This is an optimization exercise on Yosys and OpenROAD, whose aim is a short achievable clock period and few clock cycles, not a production implementation. In this exercise RTL edits were held to simulation tests only and were not proved equivalent to the original. No activity file was given, so power comes from the tool's default toggle rates.

## flow/run.sh

```bash
#!/bin/bash
# synth_recipe.tcl (not shown) runs the flow's synth.tcl, then flattens the netlist and writes it again
# the make line also repeats each setting of config.mk as NAME=value (left out here)
make -C /OpenROAD-flow-scripts/flow DESIGN_CONFIG=/design/flow/config.mk WORK_HOME=/design/flow/orfs CLKGATE_MAP_FILE= SYNTH_SCRIPT=/design/flow/synth_recipe.tcl finish
```

## flow/config.mk

```make
export PLATFORM = sky130hd
export DESIGN_NAME = risc_v
export DESIGN_NICKNAME = risc_v
export VERILOG_FILES = /design/flow/design.v
export SDC_FILE = /design/flow/constraint.sdc
export NUM_CORES = 4
export LEC_CHECK = 0
export CAP_MARGIN = 20
export CORE_MARGIN = 2
export CORE_UTILIZATION = 40
export SETUP_SLACK_MARGIN = 0.2
export SLEW_MARGIN = 20
```

## flow/constraint.sdc

```tcl
create_clock -name core_clock -period 10.5 [get_ports {CLK}]
set_input_delay 2.1000 -clock core_clock [delete_from_list [all_inputs] [get_ports {CLK}]]
set_output_delay 2.1000 -clock core_clock [all_outputs]
set_load 0.01 [all_outputs]
```

## flow/design.v

```verilog
module alu #(
    parameter DATA_WIDTH = 32,
    parameter ALU_CTRL_WIDTH = 4,
    parameter SHIFT_WIDTH = 5
)(
    input  logic [DATA_WIDTH-1:0]     SrcA,
    input  logic [DATA_WIDTH-1:0]     SrcB,
    input  logic [ALU_CTRL_WIDTH-1:0] ALUControl,
    output logic [DATA_WIDTH-1:0]     ALUResult,
    output logic                      Zero,
    output logic                      N,
    output logic                      C,  
    output logic                      V  
);
logic [1:0] signs;
assign signs = {SrcA[DATA_WIDTH-1], SrcB[DATA_WIDTH-1]};
always_comb begin
    case(ALUControl)
        4'b0000:  {C, ALUResult} = SrcA + SrcB;
        4'b0001:  {C, ALUResult} = SrcA - SrcB;
        4'b0010:  begin ALUResult = (SrcA<<SrcB[SHIFT_WIDTH-1:0]); C = 0; end
        4'b0011:  case(signs)
                    2'b00: begin ALUResult = (SrcA < SrcB) ? {{DATA_WIDTH-1{1'b0}}, {1'b1}} : {DATA_WIDTH{1'b0}}; C = 0; end
                    2'b01: begin ALUResult = {DATA_WIDTH{1'b0}}; C = 0; end
                    2'b10: begin ALUResult = {{DATA_WIDTH-1{1'b0}}, {1'b1}}; C = 0; end
                    2'b11: begin ALUResult = (SrcA[DATA_WIDTH-2:0] < SrcB[DATA_WIDTH-2:0]) ? {{DATA_WIDTH-1{1'b0}}, {1'b1}} : {DATA_WIDTH{1'b0}}; C = 0; end
                    default: begin ALUResult = (SrcA < SrcB) ? {{DATA_WIDTH-1{1'b0}}, {1'b1}} : {DATA_WIDTH{1'b0}}; C = 0; end
                endcase
        4'b0100:  begin ALUResult = (SrcA < SrcB) ? {{DATA_WIDTH-1{1'b0}}, {1'b1}} : {DATA_WIDTH{1'b0}}; C = 0; end
        4'b0101:  begin ALUResult = SrcA ^ SrcB; C = 0; end
        4'b0110:  begin ALUResult = (SrcA>>SrcB[SHIFT_WIDTH-1:0]); C = 0; end
        4'b0111:  begin ALUResult = SrcA[31] ? ~({32{1'b1}}>>SrcB[SHIFT_WIDTH-1:0])| SrcA>>SrcB[SHIFT_WIDTH-1:0]: SrcA>>SrcB[SHIFT_WIDTH-1:0]; C = 0; end
        4'b1000:  begin ALUResult = SrcA | SrcB; C = 0; end
        4'b1001:  begin ALUResult = SrcA & SrcB; C = 0; end
        4'b1011:  begin ALUResult = SrcB;  C = 0; end
        default:  begin ALUResult = {32{1'b0}}; C = 0; end
    endcase
    Zero = ({DATA_WIDTH{1'b0}} == ALUResult) ? 1'b1 : 1'b0;
    N = ALUResult[DATA_WIDTH-1];
    if (ALUControl == 4'b0001)
        V = (SrcA[DATA_WIDTH-1] != SrcB[DATA_WIDTH-1]) && (SrcA[DATA_WIDTH-1] != ALUResult[DATA_WIDTH-1]);
    else
        V = (SrcA[DATA_WIDTH-1] == SrcB[DATA_WIDTH-1]) && (SrcA[DATA_WIDTH-1] != ALUResult[DATA_WIDTH-1]);
end
endmodule
module alu_decoder #(
    parameter                         OP_WIDTH       = 7,
    parameter                         FUNCT3_WIDTH   = 3,
    parameter                         ALU_OP_WIDTH   = 3,
    parameter                         ALU_CTRL_WIDTH = 4
) (
    input logic  [OP_WIDTH-1:0]       op,
    input logic  [FUNCT3_WIDTH-1:0]   funct3,
    input logic                       funct7_5,
    input logic  [ALU_OP_WIDTH-1:0]   ALUOp,
    output logic [ALU_CTRL_WIDTH-1:0] ALUControl
);
    logic [1:0]                       op_5_funct_5_5;
    assign op_5_funct_5_5 = {op[5], funct7_5};
    always_comb
        case (ALUOp)
            3'b000:                                       
                ALUControl = 4'b0000;                     
            3'b001:                                       
                ALUControl = 4'b0001;                     
            3'b100:
                ALUControl = 4'b1011;                     
            3'b010:                                       
                case (funct3)
                    3'b000:
                        if (op_5_funct_5_5 == 2'b11)
                            ALUControl = 4'b0001;            
                        else
                            ALUControl = 4'b0000;            
                    3'b001:
                            ALUControl = 4'b0010;            
                    3'b010:
                        ALUControl = 4'b0011;                
                    3'b011:
                        ALUControl = 4'b0100;                
                    3'b100:
                        ALUControl = 4'b0101;                
                    3'b101: 
                        if (funct7_5)
                            ALUControl = 4'b0111;             
                        else
                            ALUControl = 4'b0110;             
                    3'b110:
                        ALUControl = 4'b1000;                 
                    3'b111:
                        ALUControl = 4'b1001;                 
                    default:
                        ALUControl = 4'b000;                 
                endcase
            3'b011:
                ALUControl = 4'b0000;                         
            default:
                ALUControl = 4'b000;                         
        endcase
endmodule
module main_decoder #(
    parameter                         IMM_SRC_WIDTH = 3,
    parameter                         ALU_OP_WIDTH = 3,
    parameter                         OP_WIDTH = 7
) (
    input logic [OP_WIDTH-1:0]        op,
    output logic                      RegWrite,
    output logic [IMM_SRC_WIDTH-1:0]  ImmSrc,
    output logic                      ALUSrc,
    output logic                      MemWrite, MemRead,
    output logic [1:0]                ResultSrc,
    output logic                      Branch,
    output logic [ALU_OP_WIDTH-1:0]   ALUOp,
    output logic                      Jump
);
    always_comb begin
        case (op)
            7'b0000011:  
                begin
                    RegWrite  = 1'b1;
                    ImmSrc    = 3'b000;
                    ALUSrc    = 1'b1;
                    MemWrite  = 1'b0;
                    MemRead   = 1'b1;
                    ResultSrc = 2'b01;
                    Branch    = 1'b0;
                    ALUOp     = 3'b000;
                    Jump      = 1'b0;
                end
            7'b0100011:  
                begin
                    RegWrite  = 1'b0;
                    ImmSrc    = 3'b001;
                    ALUSrc    = 1'b1;
                    MemWrite  = 1'b1;
                    MemRead   = 1'b0;
                    ResultSrc = 2'b00;  
                    Branch    = 1'b0;
                    ALUOp     = 3'b000;
                    Jump      = 1'b0;
                end
            7'b0110011:  
                begin
                    RegWrite  = 1'b1;
                    ImmSrc    = 3'b000;
                    ALUSrc    = 1'b0;  
                    MemWrite  = 1'b0;
                    MemRead   = 1'b0;
                    ResultSrc = 2'b00;
                    Branch    = 1'b0;
                    ALUOp     = 3'b010;
                    Jump      = 1'b0;
                end
            7'b0010011:  
                begin
                    RegWrite  = 1'b1;
                    ImmSrc    = 3'b000;
                    ALUSrc    = 1'b1;
                    MemWrite  = 1'b0;
                    MemRead   = 1'b0;
                    ResultSrc = 2'b00;
                    Branch    = 1'b0;
                    ALUOp     = 3'b010;
                    Jump      = 1'b0;
                end
            7'b1100011:  
                begin
                    RegWrite  = 1'b0;
                    ImmSrc    = 3'b010;
                    ALUSrc    = 1'b0;
                    MemWrite  = 1'b0;
                    MemRead   = 1'b0;
                    ResultSrc = 2'b00;  
                    Branch    = 1'b1;
                    ALUOp     = 3'b001;
                    Jump      = 1'b0;
                end
            7'b0010111:  
                begin
                    RegWrite  = 1'b1;
                    ImmSrc    = 3'b011;
                    ALUSrc    = 1'b1;
                    MemWrite  = 1'b0;
                    MemRead   = 1'b0;
                    ResultSrc = 2'b00;
                    Branch    = 1'b0;
                    ALUOp     = 3'b100;
                    Jump      = 1'b0;
                end
            7'b0110111:  
                begin
                    RegWrite  = 1'b1;
                    ImmSrc    = 3'b011;
                    ALUSrc    = 1'b1;
                    MemWrite  = 1'b0;
                    MemRead   = 1'b0;
                    ResultSrc = 2'b00;
                    Branch    = 1'b0;
                    ALUOp     = 3'b100;
                    Jump      = 1'b0;
                end
            7'b01100111:  
                begin
                    RegWrite  = 1'b1;
                    ImmSrc    = 3'b000;
                    ALUSrc    = 1'b1;
                    MemWrite  = 1'b0;
                    MemRead   = 1'b0;
                    ResultSrc = 2'b10;
                    Branch    = 1'b1;
                    ALUOp     = 3'b011;
                    Jump      = 1'b1;
                end
            7'b1101111:  
                begin
                    RegWrite  = 1'b1;
                    ImmSrc    = 3'b100;
                    ALUSrc    = 1'b0;
                    MemWrite  = 1'b0;
                    MemRead   = 1'b0;
                    ResultSrc = 2'b10;
                    Branch    = 1'b1;
                    ALUOp     = 3'b100;
                    Jump      = 1'b0;
                end
            default:
                begin
                    RegWrite  = 0;
                    ImmSrc    = 3'b000;
                    ALUSrc    = 0;
                    MemWrite  = 0;
                    MemRead   = 1'b0;
                    ResultSrc = 2'b00;
                    Branch    = 0;
                    ALUOp     = 3'b000;
                    Jump      = 1;
                end
        endcase
    end
endmodule
module control_unit #(
    parameter                         OP_WIDTH       = 7,
    parameter                         FUNCT3_WIDTH   = 3,
    parameter                         ALU_CTRL_WIDTH = 4,
    parameter                         IMM_SRC_WIDTH  = 3,
    parameter                         ALU_OP_WIDTH   = 3
) (
    input logic [OP_WIDTH-1:0]        op,
    input logic [FUNCT3_WIDTH-1:0]    funct3,
    input logic                       funct7_5,
    output logic [1:0]                ResultSrc,
    output logic                      MemWrite,
    output logic                      MemRead,
    output logic [ALU_CTRL_WIDTH-1:0] ALUControl,
    output logic                      ALUSrc,
    output logic [IMM_SRC_WIDTH-1:0]  ImmSrc,
    output logic                      RegWrite,
    output logic                      Jump,
    output logic                      Branch
);
    logic [ALU_OP_WIDTH-1:0]          ALUOp;
    main_decoder  #(
        .IMM_SRC_WIDTH  (IMM_SRC_WIDTH),
        .ALU_OP_WIDTH   (ALU_OP_WIDTH)
    ) 
    main_decoder (
        .op             (op),
        .Branch         (Branch),
        .ResultSrc      (ResultSrc),
        .MemWrite       (MemWrite),
        .MemRead        (MemRead),
        .ALUSrc         (ALUSrc),
        .ImmSrc         (ImmSrc),
        .RegWrite       (RegWrite),
        .ALUOp          (ALUOp),
        .Jump           (Jump)
    );
    alu_decoder #(
        .OP_WIDTH       (OP_WIDTH),
        .FUNCT3_WIDTH   (FUNCT3_WIDTH),
        .ALU_OP_WIDTH   (ALU_OP_WIDTH),
        .ALU_CTRL_WIDTH (ALU_CTRL_WIDTH)
    ) alu_decoder (
        .op             (op),
        .funct3         (funct3),
        .funct7_5       (funct7_5),
        .ALUOp          (ALUOp),
        .ALUControl     (ALUControl)
    );
endmodule
module flags #(
    parameter                      OP_WIDTH       = 7,
    parameter                      FUNCT3_WIDTH   = 3
)(
    input logic                       Zero,
    input logic                       N,
    input logic                       C,
    input logic                       V,
    input logic                       Branch,
    input logic [OP_WIDTH-1:0]        op,
    input logic [FUNCT3_WIDTH-1:0]    funct3,
    output logic                      PCSrc
);
    logic signed_greater_than;
    always_comb begin
        signed_greater_than = ((~N & ~V) |  Zero | (N & V));
        if({op[6:5], op[2:0]} == 5'b11111)  
            PCSrc = 1;
        else if ({op[6:5], op[1:0]} == 4'b1111)  
            case (funct3)
                3'b000:  
                    PCSrc = Branch & Zero;
                3'b001:  
                    PCSrc = Branch & ~Zero;
                3'b100:  
                    PCSrc = Branch &  ~signed_greater_than;
                3'b101:  
                    PCSrc = Branch & signed_greater_than;
                3'b110:  
                    PCSrc = Branch & C;
                3'b111:  
                    PCSrc = Branch & ~C;
                default: PCSrc = 0;
            endcase
        else
            PCSrc = 0;
    end  
endmodule
module forward #(
    parameter ADDRESS_WIDTH = 5,
    parameter FORWARD_WIDTH = 2
) (
    input logic [ADDRESS_WIDTH-1:0] RdM,
    input logic [ADDRESS_WIDTH-1:0] RsE,
    input logic [ADDRESS_WIDTH-1:0] RdW,
    input logic                     RegWriteM,
    input logic                     RegWriteW,
    output logic [FORWARD_WIDTH-1:0] ForwardE
);
always_comb begin
    if ((RsE == RdM) & (RegWriteM) & (RsE != 0)) begin
        ForwardE = 2'b10;
    end else if (((RsE == RdW) & RegWriteW) & (RsE != 0)) begin
        ForwardE = 2'b01;
    end else begin
        ForwardE = 2'b00;
    end
end
endmodule
module lwstall #(
    parameter ADDRESS_WIDTH = 5
) (
    input logic [ADDRESS_WIDTH-1:0] RdE,
    input logic [ADDRESS_WIDTH-1:0] Rs1D,
    input logic [ADDRESS_WIDTH-1:0] Rs2D,
    input logic                     ResultSrcE0,
    output logic                    lwstall
);
assign lwstall = ResultSrcE0 & ((RdE == Rs1D) | (RdE == Rs2D));
endmodule
module hazard_unit #(
    parameter ADDRESS_WIDTH = 5,
    parameter FORWARD_WIDTH = 2
) (
    input logic [ADDRESS_WIDTH-1:0] Rs1D,
    input logic [ADDRESS_WIDTH-1:0] Rs2D,
    input logic [ADDRESS_WIDTH-1:0] RdE,
    input logic [ADDRESS_WIDTH-1:0] Rs1E,
    input logic [ADDRESS_WIDTH-1:0] Rs2E,
    input logic                     PCSrcE,
    input logic                     ResultSrcE0,
    input logic [ADDRESS_WIDTH-1:0] RdM,
    input logic                     RegWriteM,
    input logic [ADDRESS_WIDTH-1:0] RdW,
    input logic                     RegWriteW,
    input logic                     MemReadM,
    input logic                     HitM,
    output logic                    StallF, StallD, StallE, StallM, StallW,
    output logic                    FlushD,
    output logic                    FlushE,
    output logic [FORWARD_WIDTH-1:0] ForwardAE,
    output logic [FORWARD_WIDTH-1:0] ForwardBE
);
    logic lwstall;
    logic CacheStall;
    lwstall # (
        .ADDRESS_WIDTH (ADDRESS_WIDTH)
    )
    riscHazardLwstall (
        .RdE (RdE),
        .Rs1D (Rs1D),
        .Rs2D (Rs2D),
        .ResultSrcE0 (ResultSrcE0),
        .lwstall (lwstall)
    );
    forward # (
        .ADDRESS_WIDTH (ADDRESS_WIDTH),
        .FORWARD_WIDTH (FORWARD_WIDTH)
    )
    forwarda (
        .RdM (RdM),
        .RsE (Rs1E),
        .RdW (RdW),
        .RegWriteM (RegWriteM),
        .RegWriteW (RegWriteW),
        .ForwardE (ForwardAE)
    );
    forward # (
        .ADDRESS_WIDTH (ADDRESS_WIDTH),
        .FORWARD_WIDTH (FORWARD_WIDTH)
    )
    forwardb (
        .RdM (RdM),
        .RsE (Rs2E),
        .RdW (RdW),
        .RegWriteM (RegWriteM),
        .RegWriteW (RegWriteW),
        .ForwardE (ForwardBE)
    );
assign CacheStall = MemReadM & !HitM;
assign FlushD = PCSrcE;
assign FlushE = PCSrcE | lwstall;
assign StallF = lwstall | CacheStall;
assign StallD = lwstall | CacheStall;
assign StallE = CacheStall;
assign StallM = CacheStall;
assign StallW = CacheStall;
endmodule
module ld_decoder #(
    parameter DATA_WIDTH = 32
) (
    input  logic [DATA_WIDTH-1:0] RD,
    input  logic [           2:0] funct3,
    output logic [DATA_WIDTH-1:0] RDOut
);
  always_comb
    case (funct3)
      3'b000: RDOut = {{(DATA_WIDTH - 8){RD[7]}}, RD[7:0]};
      3'b001: RDOut = {{(DATA_WIDTH - 16){RD[15]}}, RD[15:8], RD[7:0]};
      3'b010: RDOut = {RD[31:24], RD[23:16], RD[15:8], RD[7:0]};
      3'b100: RDOut = {{(DATA_WIDTH - 8){1'b0}}, RD[7:0]};
      3'b101: RDOut = {{(DATA_WIDTH - 16){1'b0}}, RD[15:8], RD[7:0]};
      default: RDOut = {DATA_WIDTH{1'b0}};
    endcase
endmodule
module we_decoder #()
(
    input  logic [2:0]               funct3,
    input  logic                   MemWrite, 
    output logic                        WE0,
    output logic                        WE1,
    output logic                        WE2,
    output logic                        WE3
);
always_comb
    if (MemWrite) begin
        case (funct3)
            3'b000:
                begin
                    WE3 = 1'b0;
                    WE2 = 1'b0;
                    WE1 = 1'b0;
                    WE0 = 1'b1;
                end
            3'b001: 
                begin
                    WE3 = 1'b0;
                    WE2 = 1'b0;
                    WE1 = 1'b1;
                    WE0 = 1'b1;
                end
            3'b010: 
                begin
                    WE3 = 1'b1;
                    WE2 = 1'b1;
                    WE1 = 1'b1;
                    WE0 = 1'b1;
                end
            default:
                begin
                    WE3 = 1'b0;
                    WE2 = 1'b0;
                    WE1 = 1'b0;
                    WE0 = 1'b0;
                end
        endcase
    end
    else begin
        WE3 = 1'b0;
        WE2 = 1'b0;
        WE1 = 1'b0;
        WE0 = 1'b0;
    end
endmodule
module pc #(
    parameter DATA_WIDTH = 32
) (
    input  logic                  CLK,
    input  logic                  RST,
    input  logic                  EN,
    input  logic [DATA_WIDTH-1:0] PCNext,
    output logic [DATA_WIDTH-1:0] PC
);
    always_ff @ (posedge CLK) begin
        if (RST) PC <= 32'h0;
        else if (!EN) PC <= PCNext;
    end
endmodule
module reg_file #(
    parameter ADDRESS_WIDTH = 5,
    parameter DATA_WIDTH = 32
)(
    input  logic                     CLK,
    input  logic [ADDRESS_WIDTH-1:0] A1,   
    input  logic [ADDRESS_WIDTH-1:0] A2,   
    input  logic [ADDRESS_WIDTH-1:0] A3,   
    input logic  [ADDRESS_WIDTH-1:0] address_to_view,
    input  logic                     WE3,  
    input  logic [DATA_WIDTH-1:0]    WD3,  
    output logic [DATA_WIDTH-1:0]    RD1,  
    output logic [DATA_WIDTH-1:0]    RD2,  
    output logic [DATA_WIDTH-1:0]    reg_output,    
    output logic [DATA_WIDTH-1:0]    a0
);
logic [DATA_WIDTH-1:0] registers [2**ADDRESS_WIDTH-1:0];
always_ff @(negedge CLK) begin
    if(WE3 == 1'b1 && A3 != 0) registers[A3] <= WD3;
end
always_comb begin
    RD1 = (A1 == 0) ? {DATA_WIDTH{1'b0}} : registers[A1];
    RD2 = (A2 == 0) ? {DATA_WIDTH{1'b0}} : registers[A2];
    reg_output = (address_to_view == 0) ? {DATA_WIDTH{1'b0}} : registers[address_to_view];
    a0 = registers[5'hA];
end
endmodule
module reg_file_d #(
    parameter DATA_WIDTH = 32
)(
    input  logic                            CLK,
    input  logic                            CLR, 
    input  logic                            EN,
    input  logic [DATA_WIDTH-1:0]           RD,
    input  logic [DATA_WIDTH-1:0]           PCF,
    input  logic [DATA_WIDTH-1:0]           PCPlus4F,
    output  logic [DATA_WIDTH-1:0]          InstrD,
    output  logic [DATA_WIDTH-1:0]          PCD, 
    output  logic [DATA_WIDTH-1:0]          PCPlus4D
);
always_ff @(posedge CLK) begin
    if(CLR)  begin
        InstrD <= 32'b0;
        PCD <= 32'b0;
        PCPlus4D <= 32'b0;
    end
    else if(!EN) begin
        InstrD <= RD;
        PCD <= PCF;
        PCPlus4D <= PCPlus4F;
    end
end
endmodule
module reg_file_e #(
    parameter ADDRESS_WIDTH = 5,
    parameter DATA_WIDTH = 32,
    parameter ALU_CTRL_WIDTH = 4,
    parameter FUNCT3_WIDTH = 3,
    parameter OP_WIDTH = 7
)(
    input  logic                            CLK,
    input  logic                            CLR,
    input  logic                            EN,
    input  logic                            RegWriteD,
    input  logic [1:0]                      ResultSrcD, 
    input  logic                            MemWriteD, MemReadD, 
    input  logic                            JumpD, 
    input  logic                            BranchD, 
    input  logic [ALU_CTRL_WIDTH-1:0]       ALUControlD, 
    input  logic                            ALUSrcD, 
    input  logic [DATA_WIDTH-1:0]           RD1, 
    input  logic [DATA_WIDTH-1:0]           RD2,
    input  logic [DATA_WIDTH-1:0]           PCD, 
    input  logic [ADDRESS_WIDTH-1:0]        Rs1D, 
    input  logic [ADDRESS_WIDTH-1:0]        Rs2D,
    input  logic [ADDRESS_WIDTH-1:0]        RdD,
    input  logic [DATA_WIDTH-1:0]           ImmExtD,
    input  logic [DATA_WIDTH-1:0]           PCPlus4D, 
    input  logic [FUNCT3_WIDTH-1:0]         funct3D,
    input  logic [OP_WIDTH-1:0]             opD,
    output  logic                            RegWriteE,
    output  logic [1:0]                      ResultSrcE, 
    output  logic                            MemWriteE, MemReadE,
    output  logic                            JumpE, 
    output  logic                            BranchE, 
    output  logic [ALU_CTRL_WIDTH-1:0]       ALUControlE, 
    output  logic                            ALUSrcE, 
    output  logic [DATA_WIDTH-1:0]           RD1E, 
    output  logic [DATA_WIDTH-1:0]           RD2E,
    output  logic [DATA_WIDTH-1:0]           PCE, 
    output  logic [ADDRESS_WIDTH-1:0]        Rs1E, 
    output  logic [ADDRESS_WIDTH-1:0]        Rs2E,
    output  logic [ADDRESS_WIDTH-1:0]        RdE,
    output  logic [DATA_WIDTH-1:0]           ImmExtE,
    output  logic [DATA_WIDTH-1:0]           PCPlus4E,
    output  logic [FUNCT3_WIDTH-1:0]         funct3E,
    output  logic [OP_WIDTH-1:0]             opE   
);
always_ff @(posedge CLK) begin
    if(CLR)  begin
        RegWriteE     <= 0;
        ResultSrcE    <= 0;
        MemWriteE     <= 0;
        MemReadE      <= 0;
        JumpE         <= 0;
        BranchE       <= 0;
        ALUControlE   <= 0;
        ALUSrcE       <= 0;
        RD1E          <= 0;
        RD2E          <= 0;
        PCE           <= 0;
        Rs1E          <= 0;
        Rs2E          <= 0;
        RdE           <= 0;
        ImmExtE       <= 0;
        PCPlus4E      <= 0;
        funct3E       <= 0;
        opE           <= 0;
    end
    else if (!EN) begin
        RegWriteE    <= RegWriteD;
        ResultSrcE   <= ResultSrcD;
        MemWriteE    <= MemWriteD;
        MemReadE     <= MemReadD;
        JumpE        <= JumpD;
        BranchE      <= BranchD;
        ALUControlE  <= ALUControlD;
        ALUSrcE      <= ALUSrcD;
        RD1E         <= RD1;
        RD2E         <= RD2;
        PCE          <= PCD;
        Rs1E         <= Rs1D;
        Rs2E         <= Rs2D;
        RdE          <= RdD;
        ImmExtE      <= ImmExtD;
        PCPlus4E     <= PCPlus4D;
        funct3E      <= funct3D;
        opE          <= opD;
    end
end
endmodule
module reg_file_m #(
    parameter ADDRESS_WIDTH = 5,
    parameter DATA_WIDTH = 32,
    parameter FUNCT3_WIDTH = 3
)(
    input  logic                            CLK,
    input  logic                            RST,
    input  logic                            EN,
    input  logic                            RegWriteE,
    input  logic [1:0]                      ResultSrcE,
    input  logic                            MemWriteE, MemReadE,
    input  logic [DATA_WIDTH-1:0]           ALUResultE,
    input  logic [DATA_WIDTH-1:0]           WriteDataE,
    input  logic [ADDRESS_WIDTH-1:0]        RdE,
    input  logic [DATA_WIDTH-1:0]           PCPlus4E, 
    input  logic [FUNCT3_WIDTH-1:0]         funct3E,
    output  logic                            RegWriteM,
    output  logic [1:0]                      ResultSrcM, 
    output  logic                            MemWriteM, MemReadM,
    output  logic [DATA_WIDTH-1:0]           ALUResultM,
    output  logic [DATA_WIDTH-1:0]           WriteDataM,
    output  logic [ADDRESS_WIDTH-1:0]        RdM,
    output  logic [DATA_WIDTH-1:0]           PCPlus4M, 
    output  logic [FUNCT3_WIDTH-1:0]         funct3M
);
always_ff @(posedge CLK) begin
    if (RST) begin
    RegWriteM    <= 0;
    ResultSrcM   <= 0;
    MemWriteM    <= 0;
    MemReadM     <= 0;
    end
    else if (!EN) begin
    RegWriteM    <= RegWriteE;
    ResultSrcM   <= ResultSrcE;
    MemWriteM    <= MemWriteE;
    MemReadM     <= MemReadE;
    ALUResultM   <= ALUResultE;
    WriteDataM   <= WriteDataE;
    RdM          <= RdE;
    PCPlus4M     <= PCPlus4E;
    funct3M      <= funct3E;
    end
end
endmodule
module reg_file_w #(
    parameter ADDRESS_WIDTH = 5,
    parameter DATA_WIDTH = 32,
    parameter FUNCT3_WIDTH = 3
)(
    input  logic                            CLK, 
    input  logic                            RST,
    input  logic                            EN,
    input  logic                            RegWriteM,
    input  logic [1:0]                      ResultSrcM, 
    input  logic [DATA_WIDTH-1:0]           ALUResultM,
    input  logic [DATA_WIDTH-1:0]           RD,
    input  logic [ADDRESS_WIDTH-1:0]        RdM,
    input  logic [DATA_WIDTH-1:0]           PCPlus4M, 
    input  logic [FUNCT3_WIDTH-1:0]         funct3M,
    output  logic                            RegWriteW,
    output  logic [1:0]                      ResultSrcW, 
    output  logic [DATA_WIDTH-1:0]           ALUResultW,
    output  logic [DATA_WIDTH-1:0]           ReadDataW,
    output  logic [ADDRESS_WIDTH-1:0]        RdW,
    output  logic [DATA_WIDTH-1:0]           PCPlus4W,
    output  logic [FUNCT3_WIDTH-1:0]         funct3W
);
always_ff @(posedge CLK) begin
    if (RST) begin
    RegWriteW <= 0;
    ResultSrcW <= 0;
    end
    else if (!EN) begin
    RegWriteW <= RegWriteM;
    ResultSrcW <= ResultSrcM;
    ALUResultW <= ALUResultM;
    ReadDataW <= RD;
    RdW <= RdM;
    PCPlus4W <= PCPlus4M;
    funct3W <= funct3M;
    end
end
endmodule
module sign_extend #(
    parameter DATA_WIDTH = 32,
    parameter IMM_SRC_WIDTH = 3
) (
    input  logic [DATA_WIDTH-1:0]    Instr,
    input  logic [IMM_SRC_WIDTH-1:0] ImmSrc,
    output logic [DATA_WIDTH-1:0]    ImmOp
);
    always_comb
        case (ImmSrc)
            3'b000:   ImmOp = {{20{Instr[31]}}, Instr[31:20]};
            3'b001:   ImmOp = {{20{Instr[31]}}, Instr[31:25], Instr[11:7]};
            3'b010:   ImmOp = {{20{Instr[31]}}, Instr[7], Instr[30:25], Instr[11:8], 1'b0};
            3'b011:   ImmOp = {Instr[31:12], 12'b0};
            3'b100:   ImmOp = {{12{Instr[31]}}, Instr[19:12], Instr[20], Instr[30:21], 1'b0};
            default:  ImmOp = {{20{Instr[31]}}, Instr[31:20]};
        endcase
endmodule
module risc_v #(
    parameter                      DATA_WIDTH     = 32,
    parameter                      OP_WIDTH       = 7,
    parameter                      FUNCT3_WIDTH   = 3,
    parameter                      ADDRESS_WIDTH = 5,
    parameter                      IMM_SRC_WIDTH  = 3,
    parameter                      ALU_CTRL_WIDTH = 4,
    parameter                      RES_SRC_WIDTH = 2,
    parameter                      FORWARD_WIDTH = 2,
    parameter                      MEM_ADDRESS_WIDTH = 17,
    parameter                      BYTE_WIDTH = 8
)(
    input  logic                   CLK, RST, 
    input  logic [ADDRESS_WIDTH-1:0]  address_to_view,
    output logic [DATA_WIDTH-1:0]  a0, reg_output,
    output logic [DATA_WIDTH-1:0]  pc_viewer,
    input  logic [DATA_WIDTH-1:0]  instr,
    output logic [MEM_ADDRESS_WIDTH-1:0] dmem_addr,
    output logic [DATA_WIDTH-1:0]  dmem_wdata,
    output logic [3:0]             dmem_we,
    input  logic [DATA_WIDTH-1:0]  dmem_rdata
);
    logic                          StallF, StallD, StallE, StallM, StallW;
    logic                          FlushD, FlushE;
    logic [FORWARD_WIDTH-1:0]      ForwardAE, ForwardBE;
    logic [DATA_WIDTH-1:0]         PCF, PCNextF, PCPlus4F;
    logic [DATA_WIDTH-1:0]         InstrF;
    logic [DATA_WIDTH-1:0]         InstrD, PCD, PCPlus4D;
    logic [OP_WIDTH-1:0]           op;
    logic [FUNCT3_WIDTH-1:0]       funct3D;
    logic [RES_SRC_WIDTH-1:0]      ResultSrcD;
    logic [ALU_CTRL_WIDTH-1:0]     ALUControlD;
    logic [IMM_SRC_WIDTH-1:0]      ImmSrcD;
    logic                          MemWriteD, MemReadD, ALUSrcD, RegWriteD, BranchD, JumpD;
    logic                          funct7_5D;
    logic [ADDRESS_WIDTH-1:0]     A1, A2, RdD;
    logic [DATA_WIDTH-1:0]        RD1, RD2; 
    logic [DATA_WIDTH-1:0]         ImmExtD;
    logic                          RegWriteE, MemWriteE, MemReadE, JumpE, BranchE, ALUSrcE;
    logic [ALU_CTRL_WIDTH-1:0]     ALUControlE;
    logic [RES_SRC_WIDTH-1:0]      ResultSrcE;
    logic [DATA_WIDTH-1:0]         RD1E, RD2E, PCE, ImmExtE, PCPlus4E;
    logic [ADDRESS_WIDTH-1:0]      Rs1E, Rs2E, RdE;
    logic [FUNCT3_WIDTH-1:0]       funct3E;
    logic [OP_WIDTH-1:0]           opE;
    logic [DATA_WIDTH-1:0]         JumpMux;
    logic [DATA_WIDTH-1:0]         WriteDataE;
    logic [DATA_WIDTH-1:0]         PCTargetE;
    logic [DATA_WIDTH-1:0]         ExResultE;
    logic                          PCSrcE;
    logic [DATA_WIDTH-1:0]         SrcA;
    logic [DATA_WIDTH-1:0]         SrcB;
    logic [DATA_WIDTH-1:0]         ALUResultE;
    logic                          Zero, N, C, V;
    logic [DATA_WIDTH-1:0]         ResultW;
    logic                          RegWriteM, MemWriteM, MemReadM;
    logic [RES_SRC_WIDTH-1:0]      ResultSrcM;
    logic [DATA_WIDTH-1:0]         ALUResultM, WriteDataM, ReadDataM, PCPlus4M;
    logic [ADDRESS_WIDTH-1:0]      RdM;
    logic [FUNCT3_WIDTH-1:0]       funct3M;
    logic WE0, WE1, WE2, WE3;
    logic [DATA_WIDTH-1:0] FoundData;
    logic [DATA_WIDTH-1:0]         RDMem;
    logic                          RegWriteW;
    logic [RES_SRC_WIDTH-1:0]      ResultSrcW;
    logic [DATA_WIDTH-1:0]         ALUResultW, PCPlus4W, ReadDataW;
    logic [ADDRESS_WIDTH-1:0]      RdW;
    logic [FUNCT3_WIDTH-1:0]       funct3W;
    assign PCNextF   = PCSrcE     ? PCTargetE  : PCPlus4F;
    hazard_unit #(
        .ADDRESS_WIDTH(5),
        .FORWARD_WIDTH(2)
    ) 
    risc_HazardUnit (
        .Rs1D        (A1),
        .Rs2D        (A2),
        .RdE         (RdE),
        .Rs1E        (Rs1E),
        .Rs2E        (Rs2E),
        .PCSrcE      (PCSrcE),
        .ResultSrcE0 (ResultSrcE[0]),
        .RdM         (RdM),
        .RegWriteM   (RegWriteM),
        .RdW         (RdW),
        .RegWriteW   (RegWriteW),
        .StallF      (StallF),
        .StallD      (StallD),
        .StallE      (StallE),
        .StallM      (StallM),
        .StallW      (StallW),
        .FlushD      (FlushD),
        .FlushE      (FlushE),
        .ForwardAE   (ForwardAE),
        .ForwardBE   (ForwardBE),
        .HitM        (1'b1),
        .MemReadM     (MemReadM)
    );
    pc #(
        .DATA_WIDTH (32)
    )
    riscPC (
        .CLK        (CLK),
        .RST        (RST),
        .PCNext     (PCNextF),
        .PC         (PCF),
        .EN         (StallF)        
    );
    assign InstrF = instr;
    assign PCPlus4F  = PCF + 4;
    reg_file_d #(
        .DATA_WIDTH    (32)
    )
    risc_reg_file_d (
        .CLK(CLK),
        .CLR(FlushD | RST), 
        .EN (StallD),
        .RD(InstrF),
        .PCF(PCF),
        .PCPlus4F(PCPlus4F),
        .InstrD(InstrD),
        .PCD(PCD), 
        .PCPlus4D(PCPlus4D)
    );
    assign op         = InstrD[6:0];
    assign funct3D    = InstrD[14:12];
    assign funct7_5D   = InstrD[30];
    assign A1         = InstrD[19:15];
    assign A2         = InstrD[24:20];
    assign RdD         = InstrD[11:7];
    control_unit #(
        .OP_WIDTH       (7),
        .FUNCT3_WIDTH   (3),
        .ALU_CTRL_WIDTH (4),
        .IMM_SRC_WIDTH  (3),
        .ALU_OP_WIDTH   (3)
    )
    riscControlUnit (
        .op         (op),
        .funct3     (funct3D),
        .funct7_5   (funct7_5D),
        .ResultSrc  (ResultSrcD),
        .MemWrite   (MemWriteD),
        .MemRead    (MemReadD),
        .ALUControl (ALUControlD),
        .ALUSrc     (ALUSrcD),
        .ImmSrc     (ImmSrcD),
        .RegWrite   (RegWriteD),
        .Jump       (JumpD),
        .Branch     (BranchD)
    );
    reg_file #(
        .ADDRESS_WIDTH (5),
        .DATA_WIDTH    (32)
    )
    riscRegFile (
        .CLK        (CLK),
        .A1         (A1),
        .A2         (A2),
        .address_to_view (address_to_view),
        .A3         (RdW), 
        .WE3        (RegWriteW), 
        .RD1        (RD1),
        .RD2        (RD2),
        .WD3        (ResultW),
        .a0         (a0),
        .reg_output (reg_output)
    );
    sign_extend # (
        .DATA_WIDTH    (32),
        .IMM_SRC_WIDTH (3)
    )
    riscSignExtend (
        .Instr      (InstrD),
        .ImmSrc     (ImmSrcD),
        .ImmOp      (ImmExtD)
    );
    reg_file_e #(
        .ADDRESS_WIDTH (5),
        .DATA_WIDTH    (32),
        .ALU_CTRL_WIDTH (4),
        .OP_WIDTH       (7)
    )
    reg_file_e (
        .CLK(CLK),
        .CLR(FlushE | RST), 
        .EN(StallE),
        .RegWriteD(RegWriteD),
        .ResultSrcD(ResultSrcD), 
        .MemWriteD(MemWriteD),
        .MemReadD(MemReadD),
        .JumpD(JumpD), 
        .BranchD(BranchD), 
        .ALUControlD(ALUControlD), 
        .ALUSrcD(ALUSrcD),
        .RD1(RD1), 
        .RD2(RD2),
        .PCD(PCD), 
        .Rs1D(A1), 
        .Rs2D(A2),
        .RdD(RdD),
        .ImmExtD(ImmExtD),
        .PCPlus4D(PCPlus4D), 
        .funct3D(funct3D),
        .opD(op),
        .RegWriteE(RegWriteE),
        .ResultSrcE(ResultSrcE),
        .MemWriteE(MemWriteE), 
        .MemReadE(MemReadE),
        .JumpE(JumpE), 
        .BranchE(BranchE), 
        .ALUControlE(ALUControlE), 
        .ALUSrcE(ALUSrcE), 
        .RD1E(RD1E), 
        .RD2E(RD2E),
        .PCE(PCE), 
        .Rs1E(Rs1E), 
        .Rs2E(Rs2E),
        .RdE(RdE),
        .ImmExtE(ImmExtE),
        .PCPlus4E(PCPlus4E),
        .funct3E(funct3E),
        .opE(opE)
    );
    assign SrcA = ForwardAE[1] ? ALUResultM : (ForwardAE[0] ? ResultW : RD1E);
    assign WriteDataE = ForwardBE[1] ? ALUResultM : (ForwardBE[0] ? ResultW : RD2E);
    assign SrcB     = ALUSrcE ? ImmExtE : WriteDataE; 
    assign JumpMux  = JumpE      ? SrcA : PCE;
    assign PCTargetE = JumpE ? ((JumpMux + ImmExtE) & ~32'd1) : (JumpMux + ImmExtE);
    assign ExResultE = (ResultSrcE == 2'b10) ? PCPlus4E :
                       ((opE == 7'b0010111) ? PCTargetE : ALUResultE);
    flags #(
        .OP_WIDTH     (7),
        .FUNCT3_WIDTH (3)
    ) 
    riscflags (
        .op (opE),
        .funct3 (funct3E),
        .Zero(Zero),
        .N(N),
        .C(C),
        .V(V),
        .Branch(BranchE),
        .PCSrc(PCSrcE)
    );
    alu #(
        .DATA_WIDTH     (32),
        .ALU_CTRL_WIDTH (4)
    )
    riscALU (
        .SrcA        (SrcA),
        .SrcB        (SrcB),
        .ALUControl  (ALUControlE),
        .ALUResult   (ALUResultE),
        .Zero        (Zero),
        .N           (N),
        .C           (C),
        .V           (V)
    );
    reg_file_m #(
        .ADDRESS_WIDTH (5),
        .DATA_WIDTH    (32)
    )
    reg_file_m (
        .CLK(CLK),
        .RST(RST),
        .EN(StallM),
        .RegWriteE(RegWriteE),
        .ResultSrcE(ResultSrcE),
        .MemWriteE(MemWriteE),
        .MemReadE(MemReadE),
        .ALUResultE(ExResultE),
        .WriteDataE(WriteDataE), 
        .RdE(RdE),
        .PCPlus4E(PCPlus4E),
        .funct3E(funct3E),
        .RegWriteM(RegWriteM),
        .ResultSrcM(ResultSrcM),
        .MemWriteM(MemWriteM),
        .MemReadM(MemReadM),
        .ALUResultM(ALUResultM),
        .WriteDataM(WriteDataM),
        .RdM(RdM),
        .PCPlus4M(PCPlus4M),
        .funct3M(funct3M)
    );
    we_decoder #()
    we_decoder (
        .funct3(funct3M),
        .MemWrite(MemWriteM),
        .WE0(WE0),
        .WE1(WE1),
        .WE2(WE2),
        .WE3(WE3)
    );
    assign dmem_addr  = ALUResultM[MEM_ADDRESS_WIDTH-1:0];
    assign dmem_wdata = WriteDataM;
    assign dmem_we    = {WE3, WE2, WE1, WE0};
    assign RDMem      = dmem_rdata;
    ld_decoder #(
        .DATA_WIDTH(DATA_WIDTH)
    )
    ld_decoder(
        .RD(FoundData),
        .funct3(funct3M),
        .RDOut(ReadDataM)
    );
    reg_file_w #(
        .ADDRESS_WIDTH (5),
        .DATA_WIDTH    (32)
    )
    reg_file_w (
        .CLK(CLK),
        .RST(RST),
        .EN(StallW),
        .RegWriteM(RegWriteM),
        .ResultSrcM(ResultSrcM),
        .ALUResultM(ALUResultM),
        .RD(ReadDataM),
        .RdM(RdM),
        .PCPlus4M(PCPlus4M),
        .funct3M(funct3M),
        .RegWriteW(RegWriteW),
        .ResultSrcW(ResultSrcW),
        .ALUResultW(ALUResultW),
        .ReadDataW(ReadDataW),
        .RdW(RdW),
        .PCPlus4W(PCPlus4W),
        .funct3W(funct3W)
    );
    assign ResultW  = ResultSrcW[1] ? PCPlus4W : (ResultSrcW[0] ? ReadDataW : ALUResultW);
    assign FoundData = RDMem;
    assign pc_viewer = PCF;
endmodule
```

==> run summary <==
-- metal layers --
metal  GRT usage  up-vias
li1            -    27920
met1      0.4167    34860
met2      0.4868     4226
met3     0.07731      750
met4      0.1621       20
met5           0        -
-- cell usage in the layout (no fill, tap or decap), drive strengths merged, types with 21 or more instances in the layout --
| cell | netlist | routed |
|---|---|---|
| a211oi | 51 | 51 |
| nor2 | 356 | 356 |
| and2 | 103 | 103 |
| xnor2 | 78 | 78 |
| nand2 | 294 | 294 |
| clkbuf | 359 | 211 |
| and3 | 107 | 107 |
| o22ai | 26 | 26 |
| conb | 1 | 32 |
| nor3 | 199 | 199 |
| or3 | 21 | 21 |
| mux2 | 107 | 107 |
| nand3 | 162 | 162 |
| dlygate4sd2 | 0 | 26 |
| o21a | 21 | 21 |
| clkinv | 1 | 29 |
| a21o | 32 | 32 |
| a22oi | 33 | 33 |
| a221oi | 33 | 33 |
| edfxtp | 1229 | 1229 |
| inv | 121 | 1186 |
| o21ai | 254 | 254 |
| clkinvlp | 0 | 33 |
| dfxtp | 327 | 327 |
| or4 | 25 | 25 |
| a31oi | 59 | 59 |
| o221ai | 26 | 26 |
| mux2i | 190 | 190 |
| nand4 | 40 | 40 |
| a21oi | 252 | 252 |
| clkdlybuf4s50 | 0 | 181 |
| mux4 | 964 | 964 |
| o211ai | 58 | 58 |
| buf | 200 | 362 |
| xor2 | 30 | 30 |
| ha | 129 | 129 |
| a2111oi | 40 | 40 |
| nor2b | 37 | 37 |
-- through the flow --
step | worst slack, ns | area, sq um | total power (uW) | util | instances
6_report | 0.2204 | 105400 | 17760 | 0.4802 | 10530
5_1_grt | 0.1973 | 105400 | 18550 | 0.4801 | 10520
4_1_cts | 0.1838 | 105300 | 17850 | 0.4796 | 10520
3_5_place_dp | 0.6613 | 95230 | 10420 | 0.4338 | 9157
3_3_place_gp | 0.6590 | 95180 | 10420 | 0.4336 | 9155
2_1_floorplan | 1.129 | 88320 | 9223 | - | 6282
-- worst max-delay path: stages, from the launching register on --
cell	delay, ns
edfxtp_1	0.41
mux4_2	0.50
mux4_2	0.60
mux2i_1	0.22
nor2_1	0.07
dlygate4sd2_1	0.31
-- logic make-up (layout without fill, tap and decap cells) --
logic type	after synthesis	count (layout)
buffers and inverters	681	2049
other	1	44
flip-flops	1556	1556
XOR/XNOR	108	108
AO/OA/AOI/OAI	1073	1073
AND/OR/NAND/NOR	1439	1439
multiplexers	1261	1261
adder cells (fa/ha/maj)	132	132
-- where the power goes --
| part | total, uW | switching [uW] | internal [uW] |
|---|---|---|---|
| Combinational | 2810 | 1790 | 1020 |
| Sequential | 7030 | 138 | 6890 |
| Clock | 7920 | 3770 | 4150 |
-- what timing repair did --
action / in CTS / in global routing
gates resized for setup: 64 / 8
pin swaps: 0 / 0
endpoints found under the setup margin: 32 / 6
buffers inserted: 7 / 4
-- how the worst max path moves through the flow --
stage | from | endpoint | cells past startpoint
floorplan | RST | reg_file_m.ALUResultM[0]$_DFFE_PN_ | 5
global placement | riscRegFile.registers[27][31]$_DFFE_NP_ | reg_output[31] | 5
detailed placement | riscRegFile.registers[27][31]$_DFFE_NP_ | reg_output[31] | 5
CTS | riscRegFile.registers[27][31]$_DFFE_NP_ | reg_output[31] | 5
global route | riscRegFile.registers[30][22]$_DFFE_NP_ | reg_output[22] | 5
finish | riscRegFile.registers[31][11]$_DFFE_NP_ | reg_output[11] | 5
-- synth_stat cells (all sizes together) (107+ instances only) --
| master | n | share of area |
|---|---|---|
| edfxtp | 1229 | 0.42 |
| buf | 200 | 0.012 |
| nor2 | 356 | 0.016 |
| o21ai | 254 | 0.015 |
| mux4 | 964 | 0.25 |
| ha | 129 | 0.018 |
| mux2i | 190 | 0.022 |
| mux2 | 107 | 0.014 |
| dfxtp | 327 | 0.074 |
| inv | 121 | 0.0051 |
| a21oi | 252 | 0.014 |
| clkbuf | 359 | 0.015 |
| and3 | 107 | 0.0076 |
| nand2 | 294 | 0.013 |
| nand3 | 162 | 0.0092 |
| nor3 | 199 | 0.011 |
-- cell type report --
cell class	instances	area (sq um)	area share
clock buffers	211	4753	0.04510
diodes	12	30.03	0.0002849
well taps	2871	3592	0.03408
inverters	121	461.7	0.004380
flip-flops and latches	1556	43490	0.4126
clock inverters	1142	5126	0.04863
multi-input cells	4045	42780	0.4059
repair buffers	575	5172	0.04907
==> flow_summary.json <==
{
  "outcome": "no timing/DRC/antenna violations",
  "crit_path_end_kind": "output pin",
  "synth-xor-area-share": 0.01072,
  "cp.required_ns": 8.40,
  "hold_violations": 0,
  "worstSkewPairLatency_ns": 0.88,
  "grt_pass1_wl_mm": 502.9,
  "fin_nets": 7703,
  "synth_compound_area_frac": 0.08311,
  "synth-main-ff-cell": "edfxtp_1",
  "synth_edf_count": 1229,
  "cts_sinks": 1556,
  "hpwl_mm": 245.7,
  "overflow": 0,
  "port_buffers": 219,
  "drt_iter0_drc": 8601,
  "die_height_um": 473.6,
  "drc": 0,
  "avgViaCountPerCell": 6.435,
  "start_kind": "flop",
  "rsz0062_at_grt": "no",
  "holdBufCountCts": 0,
  "wl_per_cell_um": 34.21,
  "antenna_found_initial": 36,
  "drtPass1Iterations": 10,
  "path_clk_slew_ns": 0.06,
  "synth-seq-cells": 1556,
  "path_max_fanout": 3,
  "holdWs_ns": 0.3931,
  "synth-simple-area-share": 0.08095,
  "start_util": 0.4018,
  "fp.dieArea_sq_um": 224300,
  "top_layer_used": "met5",
  "ios": 220,
  "tns_ns": 0,
  "met1_length_mm": 139.4,
  "worstPathArrival_ns": 8.18,
  "ant_nets": 0,
  "hold_depth": 0,
  "routed_wl_mm": 360.4,
  "powerDensity_nw_per_um2": 168.5,
  "postSynthAreaPerCell_sq_um": 14.11,
  "cts_buffers": 177,
  "num_rows": 172,
  "reg2regPathDepth": 31,
  "r2r-start": "reg_file_w.RdW[2]$_DFFE_PN_",
  "setup_viol": 0,
  "relSlewSlack": 0.08010,
  "cts_root_buffer": "clkbuf_16",
  "top_register": "riscRegFile.registers",
  "drive_gt1_frac": 0.2520,
  "synth_top_family_by_area": "multiplexers",
  "cts_buffer_depth": 3,
  "r2r_end": "reg_file_e.ImmExtE[10]$_SDFF_PP0_",
  "syn_inst": 6251,
  "largest_reg_flops": 1024,
  "synth_area_sq_um": 88210,
  "ir_drop_uv": 179.2,
  "hp-class": "reg2reg",
  "synth_cell_type_count": 103,
  "synthArstFlopShare": 0,
  "p_leak_uw": 0.03926,
  "clock_skew_ns": 0.08985,
  "grt_start_max_net_pins": 120,
  "criticalPathCategory": "reg2out",
  "yosys_warnings": 14,
  "area_growth_syn_to_layout_pct": 19.50,
  "fill_cells": 19300,
  "core_area_sq_um": 219500,
  "cts_tree": "yes",
  "first_global_vias": 68190,
  "dr_wl_met2_mm": 166.6,
  "synth_mux_area_frac": 0.2814,
  "grt_usage": 0.3164,
  "htree_levels": 4,
  "maxCapViolCount": 0,
  "worstMarginPinSlew_ns": 1.371,
  "die_x_um": 473.6,
  "synth-adder-area-share": 0.01898,
  "place.gp.congestion": 1.028,
  "r2r_slack_ns": 0.37,
  "slew_viol_final": 0,
  "hold_start": "reg_file_m.PCPlus4M[21]$_DFFE_PN_",
  "synth-seq-area-share": 0.4926,
  "whs_endpoint": "reg_file_w.PCPlus4W[21]$_DFFE_PN_",
  "dr_wl_met3_mm": 35.75,
  "vias": 67780
}
Testbench counts, summed over its fixed seeds: cycles 54,471.
